This design comes from an exercise in tuning for a short achievable clock period and few clock cycles on the open sky130 flow, not from production work. In this exercise RTL edits were held to simulation tests only and were not proved equivalent to the original. No activity file was given, so power comes from the tool's default toggle rates.

==> flow/design.v <==
`default_nettype none
module nnrv_add_cs
#(
parameter W = 9,
parameter L = 4
)
(
input wire [W-1:0] i_a,
input wire [W-1:0] i_b,
output wire [W-1:0] o_s
);
wire [L:0] lo = {1'b0, i_a[L-1:0]} + {1'b0, i_b[L-1:0]};
wire [W-L-1:0] h0 = i_a[W-1:L] + i_b[W-1:L];
wire [W-L-1:0] h1 = i_a[W-1:L] + i_b[W-1:L] + 1'b1;
assign o_s = {({(W-L){lo[L]}} & h1) | ({(W-L){!lo[L]}} & h0), lo[L-1:0]};
endmodule
`default_nettype none
module nnrv_reg
(
input wire i_clk,
input wire i_rst,
input wire [4:0] i_r1,
input wire [4:0] i_r2,
input wire i_w_en,
input wire [4:0] i_w,
input wire [31:0] i_w_reg,
output wire [31:0] o_r1_reg,
output wire [31:0] o_r2_reg
);
reg [31:0] regs [1:31];
reg [31:1] written;
wire [31:0] rd_val [0:31];
genvar g;
assign rd_val[0] = 32'd0;
generate
    for (g = 1; g < 32; g = g + 1) begin : g_rd
        assign rd_val[g] = regs[g] & {32{written[g]}};
    end
endgenerate
assign o_r1_reg = rd_val[i_r1];
assign o_r2_reg = rd_val[i_r2];
integer i;
always @ (posedge i_clk or posedge i_rst) begin
    if (i_rst) begin
        written <= 31'd0;
    end else begin
        for (i = 1; i < 32; i = i + 1) begin
            if (i_w_en && (i_w == i)) begin
                written[i] <= 1'b1;
            end
        end
    end
end
always @ (posedge i_clk) begin
    for (i = 1; i < 32; i = i + 1) begin
        if (i_w_en && (i_w == i)) begin
            regs[i] <= i_w_reg;
        end
    end
end
endmodule
`default_nettype none
module nnrv_top
(
i_clk,
i_rst,
o_imem_addr,
i_imem_data,
o_dmem_addr,
o_dmem_rd_en,
o_dmem_wr_en,
o_dmem_mask,
o_dmem_wdata,
i_dmem_rdata
);
input wire i_clk;
input wire i_rst;
output wire [31:0] o_imem_addr;
input wire [31:0] i_imem_data;
output wire [31:0] o_dmem_addr;
output wire o_dmem_rd_en;
output wire o_dmem_wr_en;
output wire [3:0] o_dmem_mask;
output wire [31:0] o_dmem_wdata;
input wire [31:0] i_dmem_rdata;
localparam [6:0] OPC_OP_IMM = 7'b0010011;
localparam [6:0] OPC_LUI    = 7'b0110111;
localparam [6:0] OPC_AUIPC  = 7'b0010111;
localparam [6:0] OPC_OP     = 7'b0110011;
localparam [6:0] OPC_JAL    = 7'b1101111;
localparam [6:0] OPC_JALR   = 7'b1100111;
localparam [6:0] OPC_BRANCH = 7'b1100011;
localparam [6:0] OPC_LOAD   = 7'b0000011;
localparam [6:0] OPC_STORE  = 7'b0100011;
localparam BHT_BITS = 6;
reg d_v;
reg [31:0] d_ins;
reg d_pred;
reg [31:0] d_pc;
reg [31:0] d_rv1;           
reg [31:0] d_rv2;
reg e_v;
reg e_wen;
reg e_ld;
reg [4:0] e_rd;
reg e_cv;                   
reg [31:0] e_cval;
reg m_v;
reg m_wen;
reg m_ld;
reg [4:0] m_rd;
reg [31:0] m_res;
reg w_wen;
reg [4:0] w_rd;
reg [31:0] w_val;
wire stall;
wire redir_e;
reg x_v;                    
wire redir_d;
reg x_j;                    
reg [31:0] m_addr;          
wire [31:0] tgt_d;
reg [9:1] fp;               
reg y_v;                    
reg [31:0] pc_rd;
wire [9:1] fa = y_v ? pc_rd[9:1] : fp;
reg [31:0] pc_re;           
reg pc_sel_e;
wire [31:0] fi = i_imem_data;
wire f_is_jal = fi[3];
wire f_is_br = fi[6] && !fi[2];
wire f_is_bb = f_is_br && fi[31];
wire f_is_fb = f_is_br && !fi[31];
reg [1:0] bht [0:(1<<BHT_BITS)-1];
wire f_bht_t = bht[fa[BHT_BITS+1:2]][1];
wire f_is_jalr = fi[6] && fi[2] && !fi[3];
wire f_jr_k;
wire [9:0] d_kval;
wire [9:0] f_tr;
nnrv_add_cs #(.W(10), .L(5)) add_tr (.i_a(d_kval), .i_b(fi[29:20]), .o_s(f_tr));
wire f_pred_jr = f_is_jalr && f_jr_k;
wire f_zk;
wire d_zres;
wire f_zbr = f_is_br && (fi[14:13] == 2'b00) && (fi[24:20] == 5'd0) && f_zk;
wire f_ztaken = fi[12] ^ d_zres;
wire f_pred = f_is_jal || f_pred_jr || (f_zbr ? f_ztaken : (f_is_bb || (f_is_fb && f_bht_t)));
wire [9:1] f_tj;
wire [9:1] f_tb;
nnrv_add_cs #(.W(9), .L(4)) add_tj (.i_a(fa), .i_b(fi[29:21]), .o_s(f_tj));
nnrv_add_cs #(.W(9), .L(4)) add_tb (.i_a(fa), .i_b({fi[29:25], fi[11:8]}), .o_s(f_tb));
wire [9:1] f_seq_p = fp + 9'd2;
wire [9:1] f_seq_r = pc_rd[9:1] + 9'd2;
wire [9:1] f_seq = ({9{y_v}} & f_seq_r) | ({9{!y_v}} & f_seq_p);
wire f_s_seq = !f_pred;
wire f_s_jr = f_pred_jr;
wire f_s_j = f_is_jal;
wire f_s_b = !f_is_jal && !f_pred_jr && f_pred;
wire [9:1] f_next = ({9{f_s_seq}} & f_seq) | ({9{f_s_jr}} & f_tr[9:1])
                  | ({9{f_s_j}} & f_tj) | ({9{f_s_b}} & f_tb);
wire [9:1] fp_nxt = x_v ? (x_j ? m_addr[9:1] : pc_re[9:1]) : stall ? fa : f_next;
reg [9:2] fpo;
assign o_imem_addr = {22'd0, fpo, 2'b00};
always @ (posedge i_clk or posedge i_rst) begin
    if (i_rst) begin
        fp <= 9'h000;
        fpo <= 8'h00;
        y_v <= 1'b0;
        pc_re <= 32'd0;
        pc_rd <= 32'd0;
        pc_sel_e <= 1'b0;
        x_v <= 1'b0;
    end else begin
        if (!x_v) begin
            pc_re <= e_alt;
        end else if (x_j) begin
            pc_re <= {m_addr[31:1], 1'b0};
        end
        pc_rd <= tgt_d;
        pc_sel_e <= x_v;
        x_v <= redir_e;
        fp <= fp_nxt;
        fpo <= (redir_d && !x_v) ? tgt_d[9:2] : fp_nxt[9:2];
        y_v <= redir_d && !x_v;
    end
end
wire [4:0] f_rs1 = fi[19:15];
wire [4:0] f_rs2 = fi[24:20];
wire [31:0] rf_r1;
wire [31:0] rf_r2;
nnrv_reg nnrv_reg (
    .i_clk(i_clk),
    .i_rst(i_rst),
    .i_r1(f_rs1),
    .i_r2(f_rs2),
    .i_w_en(w_wen),
    .i_w(w_rd),
    .i_w_reg(w_val),
    .o_r1_reg(rf_r1),
    .o_r2_reg(rf_r2)
);
wire [31:0] f_rv1 = (w_wen && (w_rd == f_rs1)) ? w_val : rf_r1;
wire [31:0] f_rv2 = (w_wen && (w_rd == f_rs2)) ? w_val : rf_r2;
wire [6:0] d_op = d_ins[6:0];
wire [4:0] d_rd = d_ins[11:7];
wire [4:0] d_rs1 = d_ins[19:15];
wire [4:0] d_rs2 = d_ins[24:20];
wire [2:0] d_f3 = d_ins[14:12];
wire d_lui = (d_op == OPC_LUI);
wire d_auipc = (d_op == OPC_AUIPC);
wire d_jal = (d_op == OPC_JAL);
wire d_jalr = (d_op == OPC_JALR);
wire d_br = (d_op == OPC_BRANCH);
wire d_ld = (d_op == OPC_LOAD);
wire d_st = (d_op == OPC_STORE);
wire d_opi = (d_op == OPC_OP_IMM);
wire d_opr = (d_op == OPC_OP);
wire d_addi = d_opi && (d_f3 == 3'b000);
wire [31:0] imm_i = {{21{d_ins[31]}}, d_ins[30:20]};
wire [31:0] imm_s = {{21{d_ins[31]}}, d_ins[30:25], d_ins[11:7]};
wire [31:0] imm_b = {{20{d_ins[31]}}, d_ins[7], d_ins[30:25], d_ins[11:8], 1'b0};
wire [31:0] imm_u = {d_ins[31:12], 12'd0};
wire [31:0] imm_j = {{12{d_ins[31]}}, d_ins[19:12], d_ins[20], d_ins[30:21], 1'b0};
wire d_kset = d_v && (d_lui || (d_addi && (d_rs1 == 5'd0))) && (d_rd != 5'd0);
assign f_jr_k = d_kset && (d_rd == f_rs1);
assign f_zk = d_v && d_addi && (d_rd != 5'd0) && (d_rd == f_rs1);
assign d_kval = d_lui ? 10'd0 : imm_i[9:0];
wire d_use1 = d_jalr || d_br || d_ld || d_st || d_opi || d_opr;
wire d_use2 = d_br || d_st || d_opr;
wire d_wen = (d_lui || d_auipc || d_jal || d_jalr || d_ld || d_opi || d_opr) && (d_rd != 5'd0);
wire [31:0] d_pc4 = d_pc + 32'd4;
wire [31:0] d_tj = d_pc + imm_j;
wire [31:0] d_tb = d_pc + imm_b;
wire [31:0] d_tgt = ({32{d_jal}} & d_tj) | ({32{!d_jal}} & d_tb);
wire [31:0] d_jt = e_cval + imm_i;
wire [31:0] d_succ = ({32{!d_pred}} & d_pc4) | ({32{d_pred && d_jalr}} & {d_jt[31:1], 1'b0})
                   | ({32{d_pred && d_jal}} & d_tj) | ({32{d_pred && !d_jalr && !d_jal}} & d_tb);
wire e_wr = e_v && e_wen;
wire m_wr = m_v && m_wen;
reg hit1_e, hit2_e, hit1_m, hit2_m, hit1_w, hit2_w;
reg s1_m, s2_m, s1_w, s2_w, s1_r, s2_r;
wire d_wr = d_v && d_wen;
wire n1_e = !stall && d_wr && (d_rd == f_rs1);
wire n2_e = !stall && d_wr && (d_rd == f_rs2);
wire n1_m = stall ? (e_wr && (e_rd == d_rs1)) : (e_wr && (e_rd == f_rs1));
wire n2_m = stall ? (e_wr && (e_rd == d_rs2)) : (e_wr && (e_rd == f_rs2));
wire n1_w = stall ? (m_wr && (m_rd == d_rs1)) : (m_wr && (m_rd == f_rs1));
wire n2_w = stall ? (m_wr && (m_rd == d_rs2)) : (m_wr && (m_rd == f_rs2));
always @ (posedge i_clk) begin
    hit1_e <= n1_e;
    hit2_e <= n2_e;
    hit1_m <= n1_m;
    hit2_m <= n2_m;
    hit1_w <= n1_w;
    hit2_w <= n2_w;
    s1_m <= !n1_e && n1_m;
    s2_m <= !n2_e && n2_m;
    s1_w <= !n1_e && !n1_m && n1_w;
    s2_w <= !n2_e && !n2_m && n2_w;
    s1_r <= !n1_e && !n1_m && !n1_w;
    s2_r <= !n2_e && !n2_m && !n2_w;
end
wire [31:0] ld_val;
wire [31:0] d_op1 = ({32{hit1_e}} & e_cval) | ({32{s1_m}} & m_res) | ({32{s1_w}} & w_val) | ({32{s1_r}} & d_rv1);
wire [31:0] d_op2 = ({32{hit2_e}} & e_cval) | ({32{s2_m}} & m_res) | ({32{s2_w}} & w_val) | ({32{s2_r}} & d_rv2);
wire [31:0] d_fv1 = (hit1_m && m_ld) ? ld_val : d_op1;
wire [31:0] d_fv2 = (hit2_m && m_ld) ? ld_val : d_op2;
assign d_zres = ((d_op1 ^ imm_i) == {d_op1[30:0] | imm_i[30:0], 1'b0});
wire ok1 = !(hit1_e && !e_cv) && !(hit1_m && m_ld);
wire ok2 = !(hit2_e && !e_cv) && !(hit2_m && m_ld);
assign stall = d_v && e_ld && ((d_use1 && hit1_e) || (d_use2 && hit2_e));
wire d_go = d_v && !stall && !x_v;
wire d_eq = (d_op1 == d_op2);
wire d_lt = $signed(d_op1) < $signed(d_op2);
wire d_ltu = d_op1 < d_op2;
reg d_cond;
always @ * begin
    case (d_f3[2:1])
    2'b00: d_cond = d_eq;
    2'b10: d_cond = d_lt;
    default: d_cond = d_ltu;
    endcase
end
wire d_br_res = d_br && ok1 && ok2;
wire d_jr_res = d_jalr && !d_pred && s1_r;
wire [31:0] d_jsum = d_rv1 + imm_i;
wire d_bad = d_pred ? !(d_jal || d_br || d_jalr) : d_jal;
assign redir_d = d_v && ((d_br_res && ((d_cond ^ d_f3[0]) != d_pred)) || d_jr_res || d_bad);
assign tgt_d = ({32{d_jalr}} & {d_jsum[31:1], 1'b0}) | ({32{!d_jalr && d_jal}} & d_tj)
             | ({32{!d_jalr && !d_jal && d_pred}} & d_pc4)
             | ({32{!d_jalr && !d_jal && !d_pred}} & d_tb);
always @ (posedge i_clk or posedge i_rst) begin
    if (i_rst) begin
        d_v <= 1'b0;
    end else if (x_v || redir_d) begin
        d_v <= 1'b0;
    end else if (!stall) begin
        d_v <= 1'b1;
    end
end
always @ (posedge i_clk) begin
    x_j <= e_jalr;
end
always @ (posedge i_clk) begin
    if (!stall) begin
        d_ins <= fi;
        d_pred <= f_pred;
        d_pc <= d_v ? d_succ : (pc_sel_e ? pc_re : pc_rd);
        d_rv1 <= f_rv1;
        d_rv2 <= f_rv2;
    end else begin
        d_rv1 <= d_fv1;
        d_rv2 <= d_fv2;
    end
end
reg [31:0] e_a;
reg [31:0] e_b;
reg [31:0] e_s;
reg e_fa_e, e_fa_r, e_fb_e, e_fb_r, e_fs_e, e_fs_r;
reg e_c_rr, e_c_mr, e_c_rm, e_c_mm;
reg e_st;
reg e_jalr;
reg [2:0] e_f3;
reg [31:0] e_alt;
reg [31:0] e_link;
reg e_add, e_sub, e_slt, e_sltu, e_xor, e_or, e_and, e_sll, e_srl, e_sra, e_lnk;
reg e_bc_eq_t, e_bc_eq_f, e_bc_lt_t, e_bc_lt_f, e_bc_ltu_t, e_bc_ltu_f;
reg e_jv;
reg e_fbv;
reg [BHT_BITS-1:0] e_bidx;
wire d_b_reg = d_opr || d_br;
wire d_late = d_v && !stall && d_br && !d_br_res;
wire d_c_eq = d_late && (d_f3[2:1] == 2'b00);
wire d_c_lt = d_late && (d_f3[2:1] == 2'b10);
wire d_c_ltu = d_late && (d_f3[2:1] == 2'b11);
wire d_c_neg = d_f3[0] ^ d_pred;
always @ (posedge i_clk or posedge i_rst) begin
    if (i_rst) begin
        e_v <= 1'b0;
        e_bc_eq_t <= 1'b0; e_bc_eq_f <= 1'b0;
        e_bc_lt_t <= 1'b0; e_bc_lt_f <= 1'b0;
        e_bc_ltu_t <= 1'b0; e_bc_ltu_f <= 1'b0;
        e_jv <= 1'b0;
        e_fbv <= 1'b0;
    end else begin
        e_v <= d_go;
        e_bc_eq_t <= d_c_eq && !d_c_neg;
        e_bc_eq_f <= d_c_eq && d_c_neg;
        e_bc_lt_t <= d_c_lt && !d_c_neg;
        e_bc_lt_f <= d_c_lt && d_c_neg;
        e_bc_ltu_t <= d_c_ltu && !d_c_neg;
        e_bc_ltu_f <= d_c_ltu && d_c_neg;
        e_jv <= d_v && !stall && d_jalr && !d_pred && !d_jr_res;
        e_fbv <= d_v && !stall && d_br && !d_ins[31];
    end
end
always @ (posedge i_clk) begin
    e_a <= d_lui ? 32'd0 : d_auipc ? d_pc : d_fv1;
    e_b <= d_b_reg ? d_fv2 : d_st ? imm_s : (d_lui || d_auipc) ? imm_u : imm_i;
    e_s <= d_fv2;
    e_fa_e <= d_use1 && hit1_e;
    e_fa_r <= !(d_use1 && hit1_e);
    e_fb_e <= d_b_reg && hit2_e;
    e_fb_r <= !(d_b_reg && hit2_e);
    e_fs_e <= hit2_e;
    e_fs_r <= !hit2_e;
    e_c_rr <= !(d_use1 && hit1_e) && !(d_b_reg && hit2_e);
    e_c_mr <= (d_use1 && hit1_e) && !(d_b_reg && hit2_e);
    e_c_rm <= !(d_use1 && hit1_e) && (d_b_reg && hit2_e);
    e_c_mm <= (d_use1 && hit1_e) && (d_b_reg && hit2_e);
    e_rd <= d_rd;
    e_wen <= d_wen;
    e_ld <= d_ld;
    e_st <= d_st;
    e_jalr <= d_jalr;
    e_f3 <= d_f3;
    e_alt <= ({32{d_pred}} & d_pc4) | ({32{!d_pred}} & d_tb);
    e_link <= d_pc4;
    e_cv <= d_lui || (d_addi && s1_r);
    e_cval <= d_lui ? imm_u : (d_rv1 + imm_i);
    e_bidx <= d_pc[BHT_BITS+1:2];
    e_add <= d_lui || d_auipc || d_ld || d_st || ((d_opi || d_opr) && (d_f3 == 3'b000) && !(d_opr && d_ins[30]));
    e_sub <= d_opr && (d_f3 == 3'b000) && d_ins[30];
    e_slt <= (d_opi || d_opr) && (d_f3 == 3'b010);
    e_sltu <= (d_opi || d_opr) && (d_f3 == 3'b011);
    e_xor <= (d_opi || d_opr) && (d_f3 == 3'b100);
    e_or <= (d_opi || d_opr) && (d_f3 == 3'b110);
    e_and <= (d_opi || d_opr) && (d_f3 == 3'b111);
    e_sll <= (d_opi || d_opr) && (d_f3 == 3'b001);
    e_srl <= (d_opi || d_opr) && (d_f3 == 3'b101) && !d_ins[30];
    e_sra <= (d_opi || d_opr) && (d_f3 == 3'b101) && d_ins[30];
    e_lnk <= d_jal || d_jalr;
end
wire [31:0] ea = ({32{e_fa_e}} & m_res) | ({32{e_fa_r}} & e_a);
wire [31:0] eb = ({32{e_fb_e}} & m_res) | ({32{e_fb_r}} & e_b);
wire [31:0] es = ({32{e_fs_e}} & m_res) | ({32{e_fs_r}} & e_s);
wire [31:0] e_sum = ({32{e_c_rr}} & (e_a + e_b)) | ({32{e_c_mr}} & (m_res + e_b))
                  | ({32{e_c_rm}} & (e_a + m_res)) | ({32{e_c_mm}} & {m_res[30:0], 1'b0});
wire [31:0] e_diff = ({32{e_c_rr}} & (e_a - e_b)) | ({32{e_c_mr}} & (m_res - e_b))
                   | ({32{e_c_rm}} & (e_a - m_res));
wire [4:0] e_sh = eb[4:0];
wire [31:0] e_shl = ea << e_sh;
wire [31:0] e_shr = ea >> e_sh;
wire [31:0] e_shra = $signed(ea) >>> e_sh;
wire b_eq = (e_c_rr & (e_a == e_b)) | (e_c_mr & (m_res == e_b)) | (e_c_rm & (e_a == m_res)) | e_c_mm;
wire b_lt = (e_c_rr & ($signed(e_a) < $signed(e_b))) | (e_c_mr & ($signed(m_res) < $signed(e_b)))
          | (e_c_rm & ($signed(e_a) < $signed(m_res)));
wire b_ltu = (e_c_rr & (e_a < e_b)) | (e_c_mr & (m_res < e_b)) | (e_c_rm & (e_a < m_res));
wire [31:0] e_res = ({32{e_add}} & e_sum)
                  | ({32{e_sub}} & e_diff)
                  | {31'd0, (e_slt & b_lt) | (e_sltu & b_ltu)}
                  | ({32{e_xor}} & (ea ^ eb))
                  | ({32{e_or}} & (ea | eb))
                  | ({32{e_and}} & (ea & eb))
                  | ({32{e_sll}} & e_shl)
                  | ({32{e_srl}} & e_shr)
                  | ({32{e_sra}} & e_shra)
                  | ({32{e_lnk}} & e_link);
assign redir_e = e_v & !x_v & ((e_bc_eq_t & b_eq) | (e_bc_eq_f & !b_eq)
               | (e_bc_lt_t & b_lt) | (e_bc_lt_f & !b_lt)
               | (e_bc_ltu_t & b_ltu) | (e_bc_ltu_f & !b_ltu)
               | e_jv);
reg u_v;
reg u_eq, u_lt, u_ltu;
reg [2:0] u_f3;
reg [BHT_BITS-1:0] u_idx;
reg u_taken;
always @ * begin
    case (u_f3)
    3'b000: u_taken = u_eq;
    3'b001: u_taken = !u_eq;
    3'b100: u_taken = u_lt;
    3'b101: u_taken = !u_lt;
    3'b110: u_taken = u_ltu;
    default: u_taken = !u_ltu;
    endcase
end
always @ (posedge i_clk or posedge i_rst) begin
    if (i_rst) begin
        u_v <= 1'b0;
    end else begin
        u_v <= e_v && !x_v && e_fbv;
    end
end
always @ (posedge i_clk) begin
    u_eq <= b_eq;
    u_lt <= b_lt;
    u_ltu <= b_ltu;
    u_f3 <= e_f3;
    u_idx <= e_bidx;
end
integer bi;
always @ (posedge i_clk or posedge i_rst) begin
    if (i_rst) begin
        for (bi = 0; bi < (1<<BHT_BITS); bi = bi + 1) begin
            bht[bi] <= 2'b01;
        end
    end else begin
        for (bi = 0; bi < (1<<BHT_BITS); bi = bi + 1) begin
            if (u_v && (u_idx == bi)) begin
                if (u_taken && (bht[bi] != 2'b11)) begin
                    bht[bi] <= bht[bi] + 2'b01;
                end else if (!u_taken && (bht[bi] != 2'b00)) begin
                    bht[bi] <= bht[bi] - 2'b01;
                end
            end
        end
    end
end
reg [2:0] m_f3;
reg m_rden;
reg m_wren;
reg [3:0] m_mask;
reg [31:0] m_wdata;
always @ (posedge i_clk or posedge i_rst) begin
    if (i_rst) begin
        m_v <= 1'b0;
        m_rden <= 1'b0;
        m_wren <= 1'b0;
    end else begin
        m_v <= e_v && !x_v;
        m_rden <= e_v && !x_v && e_ld;
        m_wren <= e_v && !x_v && e_st;
    end
end
always @ (posedge i_clk) begin
    m_res <= e_res;
    m_addr <= e_sum;
    m_rd <= e_rd;
    m_wen <= e_wen;
    m_ld <= e_ld;
    m_f3 <= e_f3;
    case (e_f3[1:0])
    2'b00: begin
           m_mask <= 4'b0001 << e_sum[1:0];
           m_wdata <= {4{es[7:0]}};
           end
    2'b01: begin
           m_mask <= e_sum[1] ? 4'b1100 : 4'b0011;
           m_wdata <= {2{es[15:0]}};
           end
    default: begin
           m_mask <= 4'b1111;
           m_wdata <= es;
           end
    endcase
end
assign o_dmem_addr = m_addr;
assign o_dmem_rd_en = m_rden;
assign o_dmem_wr_en = m_wren;
assign o_dmem_mask = m_mask;
assign o_dmem_wdata = m_wdata;
wire [31:0] rdat = i_dmem_rdata;
wire [15:0] ld_h = m_res[1] ? rdat[31:16] : rdat[15:0];
wire [7:0] ld_b = m_res[0] ? ld_h[15:8] : ld_h[7:0];
reg [31:0] ld_v;
always @ * begin
    case (m_f3)
    3'b000: ld_v = {{24{ld_b[7]}}, ld_b};
    3'b001: ld_v = {{16{ld_h[15]}}, ld_h};
    3'b100: ld_v = {24'd0, ld_b};
    3'b101: ld_v = {16'd0, ld_h};
    default: ld_v = rdat;
    endcase
end
assign ld_val = ld_v;
always @ (posedge i_clk or posedge i_rst) begin
    if (i_rst) begin
        w_wen <= 1'b0;
    end else begin
        w_wen <= m_v && m_wen;
    end
end
always @ (posedge i_clk) begin
    w_rd <= m_rd;
    w_val <= m_ld ? ld_val : m_res;
end
endmodule
==> flow/flow/run.sh <==
#!/bin/bash
set -euo pipefail
MARGIN=${MARGIN:-6.5}
bash standard.sh SETUP_SLACK_MARGIN=$MARGIN ADDER_MAP_FILE= finish > standard.log 2>&1
==> flow/standard.sh <==
#!/bin/bash
# synth_recipe.tcl (not shown) runs the flow's synth.tcl, then flattens the netlist and writes it again
# the make line also repeats each setting of config.mk as NAME=value (left out here)
make -C /OpenROAD-flow-scripts/flow DESIGN_CONFIG=/design/flow/config.mk WORK_HOME=/design/flow/orfs CLKGATE_MAP_FILE= SYNTH_SCRIPT=/design/flow/synth_recipe.tcl "${@:-finish}"
==> flow/config.mk <==
export PLATFORM = sky130hd
export DESIGN_NAME = nnrv_top
export DESIGN_NICKNAME = nnrv_top
export VERILOG_FILES = /design/flow/design.v
export SDC_FILE = /design/flow/constraint.sdc
export NUM_CORES = 4
export LEC_CHECK = 0
export ABC_CLOCK_PERIOD_IN_PS = 2500
export CAP_MARGIN = 20
export CORE_MARGIN = 2
export CORE_UTILIZATION = 30
export PLACE_DENSITY = 0.5
export SLEW_MARGIN = 20
==> flow/constraint.sdc <==
create_clock -name core_clock -period 10.0 [get_ports {i_clk}]
set_input_delay 2.0000 -clock core_clock [delete_from_list [all_inputs] [get_ports {i_clk}]]
set_output_delay 2.0000 -clock core_clock [all_outputs]
set_load 0.01 [all_outputs]
==> results of run 1 <==
==> synth_stat cells (all sizes together), types with 194 or more instances <==
| cell type | number | area, µm² |
|---|---|---|
| a21oi | 753 | 3784 |
| a22oi | 243 | 1839 |
| clkbuf | 894 | 3357 |
| dfrtp | 194 | 4855 |
| dfxtp | 463 | 9269 |
| edfxtp | 1057 | 31740 |
| nand2 | 791 | 2972 |
| nand3 | 2273 | 11380 |
| nand4 | 493 | 3084 |
| nor2 | 920 | 3453 |
| o21ai | 474 | 2372 |
| xnor2 | 391 | 3425 |
| xor2 | 211 | 1848 |
==> layout make-up <==
type                       count  area share [%]
sequential                  1778           35.91
clock buffer                 263           4.234
tap                         4557           4.268
antenna                       20         0.03746
multi-input combinational   8637           43.82
inverter                     157          0.5198
timing repair inverter         2         0.01311
clock inverter               125          0.9731
timing repair buffer        1293           10.22
==> what timing repair did <==
| item | CTS | global route |
|---|---|---|
| buffers inserted | 431 | 270 |
| cloned | 34 | 16 |
| gates resized for setup | 1668 | 648 |
| endpoints found under the setup margin | 500 | 236 |
| pin swaps | 296 | 398 |
==> metrics by stage <==
stage / utilization, % / total power [W] / instance area [µm²]
3_5_place_dp: 32.44 / 0.01409 / 111100
3_3_place_gp: 32.43 / 0.01406 / 111100
4_1_cts: 37.34 / 0.02283 / 127900
5_1_grt: 39.00 / 0.02416 / 133500
6_report: 39.01 / 0.02367 / 133600
2_1_floorplan: - / 0.01195 / 105900
==> logic make-up after synthesis <==
| family | Yosys count | synth area share, % |
|---|---|---|
| and+or+nand+nor | 5199 | 24.73 |
| AOI/OAI and AO/OA | 2425 | 15.48 |
| DFF | 1778 | 46.14 |
| buffers and inverters | 1232 | 4.691 |
| xor gates and xnor gates | 602 | 5.117 |
| muxes | 194 | 1.967 |
| adders and majority gates | 192 | 1.870 |
| other | 1 | 0.003639 |
==> layer usage <==
layer  vias to the layer above  share of wire, %  global-route usage [%]
met3                      3021                15                   15.14
met5                         -              0.11                  0.1368
li1                      44490                 -                       -
met2                     10360                39                   49.89
met1                     55470                36                   44.59
met4                        52               9.4                   26.31
==> critical path, cell delays in order (launching register included) <==
cell and delay (ns):
dfxtp_1 0.33, buf_12 0.18, a22oi_2 0.26, nand2_2 0.09
or4_4 0.60, or3_1 0.37, o31a_1 0.15, nor4_4 0.25
buf_4 0.20, a41oi_4 0.15, a211oi_4 0.31, buf_12 0.18
mux2i_1 0.09, a221oi_2 0.26, nor2_1 0.09, mux2_4 0.26
==> power groups by stage <==
stage | clock (W) | combinational [W] | sequential (W)
after global placement | 0 | 0.00475 | 0.00932
after CTS | 0.00806 | 0.00566 | 0.00910
after detailed placement | 0 | 0.00477 | 0.00932
after global routing | 0.00834 | 0.00668 | 0.00914
after floorplan | 0 | 0.00328 | 0.00867
final | 0.00807 | 0.00647 | 0.00913
==> worst max-delay path by stage <==
stage	to	slack, ns	from
global placement	fpo[8]	3.72	i_imem_data[22]
global route	fpo[2]	6.01	hit1_e
CTS	fpo[8]	6.23	hit1_e
finish	fpo[8]	6.08	s1_m
floorplan	bht[0][1]	4.65	i_rst
detailed placement	fpo[8]	3.67	i_imem_data[22]
==> impl_metrics.json, run 1 <==
{
  "final_common_cell": "nand3_1",
  "whs_path_depth": 0,
  "worst_hold_slack_ns": 0.3001,
  "portBuffers": 143,
  "clk_latency_ns": 1.01,
  "grt_max_degree": 131,
  "worst_hold_path.endpoint": "u_idx[0]",
  "tns_ns": 0,
  "p_comb_share_pct": 27.3,
  "r2r_cells": 15,
  "syn_to_final_growth_pct": 29.65,
  "clk_pin_slew_ns": 0.06,
  "drc": 0,
  "worstSetupStartpointType": "flip-flop",
  "seqCellArea_um2": 47980,
  "cap_violations": 0,
  "hold_buffers": 0,
  "hold_viol": 0,
  "synth_edf_count": 1057,
  "core-area_um2": 342400,
  "dp.cells": 15670,
  "synth_cell_types": 101,
  "cts_made_buffers": 209,
  "fin_nets": 12140,
  "ys_warn_count": 4,
  "reg_top3": "nnrv_reg.regs: 992 flops, bht: 128 flops",
  "die_h_um": 590.1,
  "switching_share_pct": 35.50,
  "timing.rr.start": "s1_m",
  "p_leak_nw": 46.33,
  "rows": 215,
  "overflow": 0,
  "largest_reg_flops": 992,
  "critPathMaxFanout": 32,
  "worst_slack_ns": 6.077,
  "syn_avg_cell_area_um2": 8.865,
  "cts.sinks": 1778,
  "grt_pass1_wl_um": 876900,
  "layout.cells.non_filler": 16830,
  "wl_per_cell_um": 39.55,
  "synthArstFlopShare_pct": 14.51,
  "vias_per_cell": 6.737,
  "r2r_slack_ns": 6.08,
  "largest_register": "nnrv_reg.regs",
  "ir_drop_v": 0.0001462,
  "synthCells": 11620,
  "cp-end-kind": "flip-flop",
  "p_per_area_nw_per_um2": 177.2,
  "setup_viol": 0,
  "grt_util_all_layers_pct": 36.07,
  "htreeDepth": 4,
  "relSlewSlack_pct": 15.00,
  "vias": 113400,
  "fp.dieW_um": 590.1,
  "rsz0062_at_grt": "true",
  "arrival_ns": 4.78,
  "r2r_end": "fpo[8]",
  "drtIter0Drc": 20460,
  "first_pass_iters": 14,
  "synth_area_um2": 103000,
  "power_frac_seq_pct": 38.6,
  "ant_nets": 0,
  "maxSlewViolCount": 0,
  "crit_required_ns": 10.86,
  "crit_type": "reg2reg",
  "hp-class": "reg2reg",
  "tritoncts": "built",
  "die-area_um2": 348200,
  "finClkSkew_ns": 0.09302,
  "clk_path_buf_depth": 4,
  "final_cell_mix": "nand3_1 (2,166), edfxtp_1 (1,057), buf_4 (801)",
  "fin_crit_ns": 3.923,
  "antenna_found_initial": 53,
  "multiInputGateArea_um2": 58540,
  "nFillCells": 33690,
  "min_from": "e_bidx[0]",
  "synth_ff_type": "edfxtp_1",
  "internal_power_w": 0.01527,
  "seq_area_frac_synth_pct": 46.14,
  "p_switching_w": 0.008401,
  "clkPwrFrac_pct": 34.1,
  "initial_core_util_pct": 30.09,
  "cts_root_buf": "clkbuf_16",
  "dp_hpwl_um": 409900,
  "grt_pass1_vias": 103100,
  "num_io_pins": 168,
  "synth-seq-cells": 1778,
  "drive_gt1_share_pct": 25.31,
  "gp_congestion": 1.021,
  "tightest_slew_ns": 1.275,
  "fmax_mhz": 254.9,
  "finalWirelength_um": 665700,
  "status": "finished clean",
  "dp_slack_ns": 3.668,
  "period_share_pct": 39.23
}
Testbench counts, summed over its fixed seeds: cycles 43,534.
==> run 2: changes to the inputs <==
==> flow/flow/run.sh (replaced) <==
#!/bin/bash
set -euo pipefail
MARGIN=${MARGIN:-6.3}
bash standard.sh SETUP_SLACK_MARGIN=$MARGIN ADDER_MAP_FILE= finish > standard.log 2>&1
==> impl_metrics.json, run 2 <==
{
  "fin_nets": 11960,
  "largest_register": "nnrv_reg.regs",
  "met2_usage_pct": 51.79,
  "wl_per_cell_um": 40.59,
  "maxSlewViolCount": 0,
  "clk_pin_slew_ns": 0.07,
  "gp_congestion": 1.041,
  "power_frac_seq_pct": 39.2,
  "yosys-top-cells-count": "nand3_1 (2,273), edfxtp_1 (1,057), nor2_1 (920)",
  "clk_path_buf_depth": 4,
  "fp.dieW_um": 590.1,
  "status": "finished clean",
  "finClkSkew_ns": 0.1322,
  "ys_warn_count": 4,
  "tightest_slew_ns": 1.250,
  "hp-class": "reg2reg",
  "final_cell_mix": "nand3_1 (2,253), edfxtp_1 (1,057), nor2_1 (796)",
  "finalWirelength_um": 676300,
  "num_io_pins": 168,
  "rsz0062_at_grt": "true",
  "yosysTopAreaCellShare_pct": 30.80,
  "p_switching_w": 0.008215,
  "yosysMostFrequentCell": "nand3_1",
  "cap_violations": 0,
  "p_per_area_nw_per_um2": 180.6,
  "cts.sinks": 1778,
  "antenna_found_initial": 69,
  "synth-seq-cells": 1778,
  "die_h_um": 590.1,
  "cp-end-kind": "flip-flop",
  "initial_core_util_pct": 30.09,
  "internal_power_w": 0.01508,
  "rows": 215,
  "grt_util_all_layers_pct": 36.58,
  "grtUsageMet1_pct": 44.44,
  "overflow": 0,
  "crit_type": "reg2reg",
  "first_pass_iters": 14,
  "cts_made_buffers": 209,
  "seq_area_frac_synth_pct": 46.14,
  "ir_drop_v": 0.0001606,
  "drive_gt1_share_pct": 20.64,
  "clkPwrFrac_pct": 34.6,
  "grt_pass1_vias": 102500,
  "syn_avg_cell_area_um2": 8.865,
  "worst_hold_slack_ns": 0.3255,
  "clk_latency_ns": 1.02,
  "crit_required_ns": 10.84,
  "top_usage_layer": "met2",
  "fin_total_pwr_w": 0.02329,
  "tritoncts": "built",
  "cts_root_buf": "clkbuf_16",
  "final_common_cell": "nand3_1",
  "worstSetupStartpointType": "flip-flop",
  "vias_per_cell": 6.779,
  "setup_viol": 0,
  "ant_nets": 0,
  "arrival_ns": 4.86,
  "largest_reg_flops": 992,
  "nFillCells": 34070,
  "critPathMaxFanout": 8,
  "synthCells": 11620,
  "gr-usage-met3_pct": 14.57,
  "synthArstFlopShare_pct": 14.51,
  "relSlewSlack_pct": 16.67,
  "placed_cell_area_um2": 110700,
  "grt_pass1_wl_um": 885400,
  "grt_max_degree": 165,
  "dp_slack_ns": 3.437,
  "synthTopCellsByArea": "edfxtp_1 (31%), nand3_1 (11%), dfxtp_1 (9.0%), dfrtp_1 (4.7%), a21oi_1 (3.6%)",
  "drc": 0,
  "reg_top3": "nnrv_reg.regs: 992 flops, bht: 128 flops",
  "fin_crit_ns": 4.018,
  "synth_edf_count": 1057,
  "fmax_mhz": 248.9,
  "worst_slack_ns": 5.982,
  "p_leak_nw": 44.57,
  "core-area_um2": 342400,
  "synth_cell_types": 101,
  "die-area_um2": 348200,
  "synth_area_um2": 103000,
  "period_share_pct": 40.18,
  "htreeDepth": 4,
  "synth_ff_type": "edfxtp_1",
  "p_comb_share_pct": 26.2,
  "syn_to_final_growth_pct": 25.19,
  "tns_ns": 0,
  "multiInputGateArea_um2": 56200,
  "dp_hpwl_um": 427200,
  "drtIter0Drc": 22060,
  "hold_buffers": 0,
  "switching_share_pct": 35.27,
  "vias": 112900,
  "yosysTopAreaCell": "edfxtp_1",
  "seqCellArea_um2": 47870,
  "fin_area_um2": 129000,
  "portBuffers": 143,
  "hold_viol": 0
}
## run 2: cell counts after synthesis
No cell type changed its count.
## run 2: worst max-delay path, stage by stage (launching register included)
cell,delay [ns]
dfxtp_4,0.39
buf_12,0.14
buf_16,0.14
a22oi_2,0.19
nand2_2,0.11
or4_4,0.56
or3_1,0.33
o31a_1,0.16
nor4_4,0.27
buf_4,0.19
a41oi_4,0.21
a211oi_4,0.31
buf_12,0.19
mux2i_1,0.08
a221oi_1,0.28
nor2_1,0.10
mux2_4,0.26
## run 2: final timing paths
kind	startpoint	end	slack (ns)	depth (start not counted)
max in group asynchronous	i_rst	pc_sel_e	6.84	4
min in group asynchronous	i_rst	nnrv_reg.written[8]	1.60	3
min reg2reg	e_bidx[4]	u_idx[4]	0.33	0
max reg2reg	s1_m	fpo[8]	5.98	16
min	e_bidx[4]	u_idx[4]	0.33	0
max	s1_m	fpo[8]	5.98	16
## run 2: routing by layer
| metal | part of all wire [%] | vias up | routed length (µm) |
|---|---|---|---|
| met2 | 40 | 10610 | 269600 |
| li1 | - | 44130 | - |
| met4 | 9.7 | 67 | 65700 |
| met3 | 15 | 3184 | 100200 |
| met1 | 35 | 54950 | 239900 |
| met5 | 0.13 | - | 873 |
## run 2: power groups by stage
stage / sequential [W] / clock [W] / combinational (W)
6_report: 0.00913 / 0.00805 / 0.00611
5_1_grt: 0.00914 / 0.00831 / 0.00631
4_1_cts: 0.00909 / 0.00803 / 0.00541
3_5_place_dp: 0.00929 / 0 / 0.00479
3_3_place_gp: 0.00929 / 0 / 0.00476
2_1_floorplan: 0.00867 / 0 / 0.00323
## run 2: stage by stage
| stage | std cells | utilization (%) |
|---|---|---|
| floorplan | 11650 | - |
| global placement | 15710 | 32.29 |
| detailed placement | 15710 | 32.31 |
| CTS | 16400 | 36.24 |
| global route | 16630 | 37.65 |
| finish | 16660 | 37.67 |
## run 2: cells by family after synthesis
family	count (synthesis)	share of synthesized area, %
AND/OR/NAND/NOR	5199	24.73
AO/OA/AOI/OAI	2425	15.48
flip-flops	1778	46.14
buffers and inverters	1232	4.691
XOR/XNOR	602	5.117
multiplexers	194	1.967
adder cells (fa/ha/maj)	192	1.870
other	1	0.003639
## run 2: area by class of cell
| type | instances | share of cell area (%) |
|---|---|---|
| Timing Repair inverter | 2 | 0.01358 |
| Clock buffer | 267 | 4.445 |
| Multi-Input combinational cell | 8637 | 43.57 |
| Clock inverter | 119 | 0.9486 |
| Sequential cell | 1778 | 37.11 |
| Timing Repair Buffer | 1111 | 8.929 |
| Tap cell | 4557 | 4.420 |
| Antenna cell | 32 | 0.06208 |
| Inverter | 157 | 0.5053 |
## run 2: repair_timing
item,CTS,global route
resized for setup,1009,533
gates cloned,21,20
endpoints found under the setup margin,470,240
pin swaps,144,235
buffers inserted,279,207
==> run 3: changes to the inputs <==
--- a/flow/design.v
+++ b/flow/design.v
@@ -222,7 +222,7 @@
 wire [31:0] imm_j = {{12{d_ins[31]}}, d_ins[19:12], d_ins[20], d_ins[30:21], 1'b0};
 wire d_kset = d_v && (d_lui || (d_addi && (d_rs1 == 5'd0))) && (d_rd != 5'd0);
 assign f_jr_k = d_kset && (d_rd == f_rs1);
-assign f_zk = d_v && d_addi && (d_rd != 5'd0) && (d_rd == f_rs1);
+assign f_zk = d_v && d_addi && s1_r && (d_rd != 5'd0) && (d_rd == f_rs1);
 assign d_kval = d_lui ? 10'd0 : imm_i[9:0];
 wire d_use1 = d_jalr || d_br || d_ld || d_st || d_opi || d_opr;
 wire d_use2 = d_br || d_st || d_opr;
@@ -264,10 +264,18 @@
 wire [31:0] d_op2 = ({32{hit2_e}} & e_cval) | ({32{s2_m}} & m_res) | ({32{s2_w}} & w_val) | ({32{s2_r}} & d_rv2);
 wire [31:0] d_fv1 = (hit1_m && m_ld) ? ld_val : d_op1;
 wire [31:0] d_fv2 = (hit2_m && m_ld) ? ld_val : d_op2;
-assign d_zres = ((d_op1 ^ imm_i) == {d_op1[30:0] | imm_i[30:0], 1'b0});
+assign d_zres = ((d_rv1 ^ imm_i) == {d_rv1[30:0] | imm_i[30:0], 1'b0});
 wire ok1 = !(hit1_e && !e_cv) && !(hit1_m && m_ld);
 wire ok2 = !(hit2_e && !e_cv) && !(hit2_m && m_ld);
-assign stall = d_v && e_ld && ((d_use1 && hit1_e) || (d_use2 && hit2_e));
+wire f_use1 = (fi[6:0] == OPC_JALR) || (fi[6:0] == OPC_BRANCH) || (fi[6:0] == OPC_LOAD)
+           || (fi[6:0] == OPC_STORE) || (fi[6:0] == OPC_OP_IMM) || (fi[6:0] == OPC_OP);
+wire f_use2 = (fi[6:0] == OPC_BRANCH) || (fi[6:0] == OPC_STORE) || (fi[6:0] == OPC_OP);
+reg pre_stall;
+always @ (posedge i_clk) begin
+    pre_stall <= !stall && d_wr && d_ld
+                 && ((f_use1 && (d_rd == f_rs1)) || (f_use2 && (d_rd == f_rs2)));
+end
+assign stall = d_v && pre_stall;
 wire d_go = d_v && !stall && !x_v;
 wire d_eq = (d_op1 == d_op2);
 wire d_lt = $signed(d_op1) < $signed(d_op2);
==> flow/flow/run.sh (replaced) <==
#!/bin/bash
set -euo pipefail
MARGIN=${MARGIN:-6.5}
bash standard.sh SETUP_SLACK_MARGIN=$MARGIN ADDER_MAP_FILE= finish > standard.log 2>&1
==> impl_metrics.json, run 3 <==
{
  "finClkSkew_ns": 0.1770,
  "initial_core_util_pct": 30.14,
  "num_io_pins": 168,
  "crit_end": "fpo[6]",
  "maxSlewViolCount": 0,
  "met2_usage_pct": 45.97,
  "overflow": 0,
  "synthCells": 11800,
  "drive_gt1_share_pct": 24.30,
  "gp_congestion": 1.002,
  "hold_viol": 0,
  "cts_root_buf": "clkbuf_16",
  "tritoncts": "built",
  "synthTopCellsByArea": "edfxtp_1 (30%), nand3_1 (11%), dfxtp_1 (8.9%), dfrtp_1 (4.7%), a21oi_1 (3.5%)",
  "crit_required_ns": 10.74,
  "syn_avg_cell_area_um2": 8.846,
  "synth_area_um2": 104300,
  "p_leak_nw": 47.23,
  "arrival_ns": 4.65,
  "largest_reg_flops": 992,
  "power_frac_seq_pct": 38.6,
  "clk_latency_ns": 1.02,
  "dp_hpwl_um": 393200,
  "cts.sinks": 1779,
  "cp-end-kind": "flip-flop",
  "die_h_um": 593.8,
  "vias_per_cell": 6.867,
  "grt_pass1_vias": 101400,
  "yosysTopAreaCellShare_pct": 30.42,
  "seq_area_frac_synth_pct": 45.59,
  "rsz0062_at_grt": "true",
  "finalWirelength_um": 666600,
  "setup_viol": 0,
  "vias": 116400,
  "final_cell_mix": "nand3_1 (2,111), edfxtp_1 (1,057), nor2_1 (819)",
  "die-area_um2": 352500,
  "p_switching_w": 0.008285,
  "fp.dieW_um": 593.8,
  "ir_drop_v": 0.0001508,
  "grt_max_degree": 113,
  "fmax_mhz": 256.0,
  "nFillCells": 34190,
  "fin_nets": 12200,
  "relSlewSlack_pct": 4.436,
  "reg_top3": "nnrv_reg.regs: 992 flops, bht: 128 flops",
  "portBuffers": 143,
  "worstSetupStartpointType": "flip-flop",
  "dp_slack_ns": 4.130,
  "clk_path_buf_depth": 4,
  "clk_pin_slew_ns": 0.07,
  "final_common_cell": "nand3_1",
  "period_share_pct": 39.06,
  "wl_per_cell_um": 39.33,
  "critPathMaxFanout": 7,
  "hp-class": "reg2reg",
  "startpoint": "s1_w",
  "r2r_cells": 13,
  "synthArstFlopShare_pct": 14.50,
  "clkPwrFrac_pct": 35.0,
  "yosysMostFrequentCell": "nand3_1",
  "gr-usage-met3_pct": 16.67,
  "switching_share_pct": 34.97,
  "crit_type": "reg2reg",
  "htreeDepth": 4,
  "r2r_slack_ns": 6.09,
  "grt_util_all_layers_pct": 35.01,
  "p_per_area_nw_per_um2": 176.3,
  "yosysTopAreaCell": "edfxtp_1",
  "fin_crit_ns": 3.906,
  "cts_made_buffers": 206,
  "worst_hold_slack_ns": 0.3224,
  "status": "finished clean",
  "synth_edf_count": 1057,
  "tightest_slew_ns": 1.433,
  "top_usage_layer": "met2",
  "drc": 0,
  "r2r_end": "fpo[6]",
  "syn_to_final_growth_pct": 28.80,
  "first_pass_iters": 12,
  "grtUsageMet1_pct": 44.55,
  "yosys-top-cells-count": "nand3_1 (2,239), edfxtp_1 (1,057), nor2_1 (949)",
  "synth_cell_types": 100,
  "largest_register": "nnrv_reg.regs",
  "ant_nets": 0,
  "internal_power_w": 0.01541,
  "rows": 216,
  "min_from": "e_f3[2]",
  "antenna_found_initial": 65,
  "fin_total_pwr_w": 0.02369,
  "p_comb_share_pct": 26.5,
  "synth_ff_type": "edfxtp_1",
  "cap_violations": 0,
  "drtIter0Drc": 24050,
  "ys_warn_count": 4,
  "tns_ns": 0,
  "worst_slack_ns": 6.094,
  "core-area_um2": 346200,
  "timing.rr.start": "s1_w",
  "synth-seq-cells": 1779,
  "grt_pass1_wl_um": 867100,
  "hold_buffers": 0
}
-- run 3: what timing repair did --
action,CTS,global route
buffers inserted,374,241
gates resized for setup,1438,703
setup endpoints to repair,395,296
pin swaps,274,423
gates cloned,39,24
-- run 3: logic make-up (layout without fill, tap and decap cells) --
logic type	count (synthesis)	count (layout)	synth area share (%)
compound gates	2432	2437	15.58
xor+xnor	593	593	4.978
other cells	1	82	0.003594
fa+ha+maj	177	177	1.706
flops	1779	1779	45.59
simple gates	5269	5272	24.72
mux	263	263	2.654
buf+inv	1281	1769	4.774
-- run 3: per-stage QoR --
step	utilization (%)	cells	cell area (µm²)
after floorplan	-	11820	106400
after global placement	32.32	15820	111900
after detailed placement	32.33	15820	111900
after CTS	36.99	16620	128100
after global routing	38.79	16910	134300
final	38.82	16950	134400
-- run 3: layout make-up --
class | instances | area, µm² | share of cell area [%]
Tap cell | 4578 | 5728 | 4.262
Inverter | 183 | 723.2 | 0.5381
Timing Repair Buffer | 1202 | 13430 | 9.995
Antenna cell | 58 | 145.1 | 0.1080
Clock inverter | 120 | 1456 | 1.084
Sequential cell | 1779 | 48020 | 35.73
Multi-Input combinational cell | 8766 | 59180 | 44.03
Clock buffer | 264 | 5710 | 4.249
-- run 3: worst min-delay path by stage --
stage,to,depth (start not counted)
6_report,u_f3[2],0
5_1_grt,u_idx[4],0
4_1_cts,u_f3[2],0
3_5_place_dp,x_j,0
3_3_place_gp,u_f3[2],0
2_1_floorplan,u_f3[2],0
-- run 3: metal layers --
| layer | wire, µm | vias to the layer above |
|---|---|---|
| met2 | 246700 | 11770 |
| met1 | 243400 | 56050 |
| met4 | 61930 | 65 |
| met5 | 1391 | - |
| li1 | - | 44990 |
| met3 | 113200 | 3517 |
-- run 3: power by group through the flow --
stage	Clock, W	Combinational, W	Sequential (W)
after floorplan	0	0.00320	0.00863
after global placement	0	0.00445	0.00933
after detailed placement	0	0.00444	0.00932
after CTS	0.00827	0.00538	0.00911
after global routing	0.00852	0.00645	0.00914
final	0.00829	0.00627	0.00914
-- run 3: worst max-delay path: stages (launching register included) --
cell	delay, ns
dfxtp_4	0.40
buf_12	0.17
buf_6	0.13
a22oi_2	0.16
nand2_2	0.12
a31o_4	0.27
a311oi_4	0.33
o22ai_4	0.12
a311oi_4	0.51
nor2_2	0.11
a211oi_4	0.43
xnor2_4	0.24
o22a_4	0.33
mux2_4	0.34
Testbench counts of run 3, summed over its fixed seeds: cycles 43,654.

-- what the ideal ports hide --
How much do the figures lean on ideal ports? The routed layouts below were timed once more, with nothing changed but the port constraints.
Step 1 assumes that a clkbuf_16 drives the clock port and a buf_2 every other input.
Step 2 times the ports against the registers' clock, not the clock port: input delays grow and output delays shrink by t, the midpoint of the rising clock arrivals with the driver on.
Three values: no drivers, after step 1, after step 2; two values: the first two.
| run | t, ns | slack for setup (ns) | worst setup path after step 2 | worst register clock-pin slew, ns | worst data-port slew with drivers (ns) |
|---|---|---|---|---|---|
| run 1 | 1.059 | 6.077 / 6.045 / 4.986 | input to register | 0.08 / 0.08 | 0.25 |
| run 2 | 1.059 | 5.982 / 5.979 / 4.920 | input to register | 0.07 / 0.07 | 0.27 |
| run 3 | 1.056 | 6.094 / 6.071 / 5.014 | input to register | 0.08 / 0.08 | 0.24 |
After both steps every run listed still meets setup and hold. The setup slack of run 1, which loses most, moves by -0.032 ns with the drivers and by -1.091 ns with both steps.
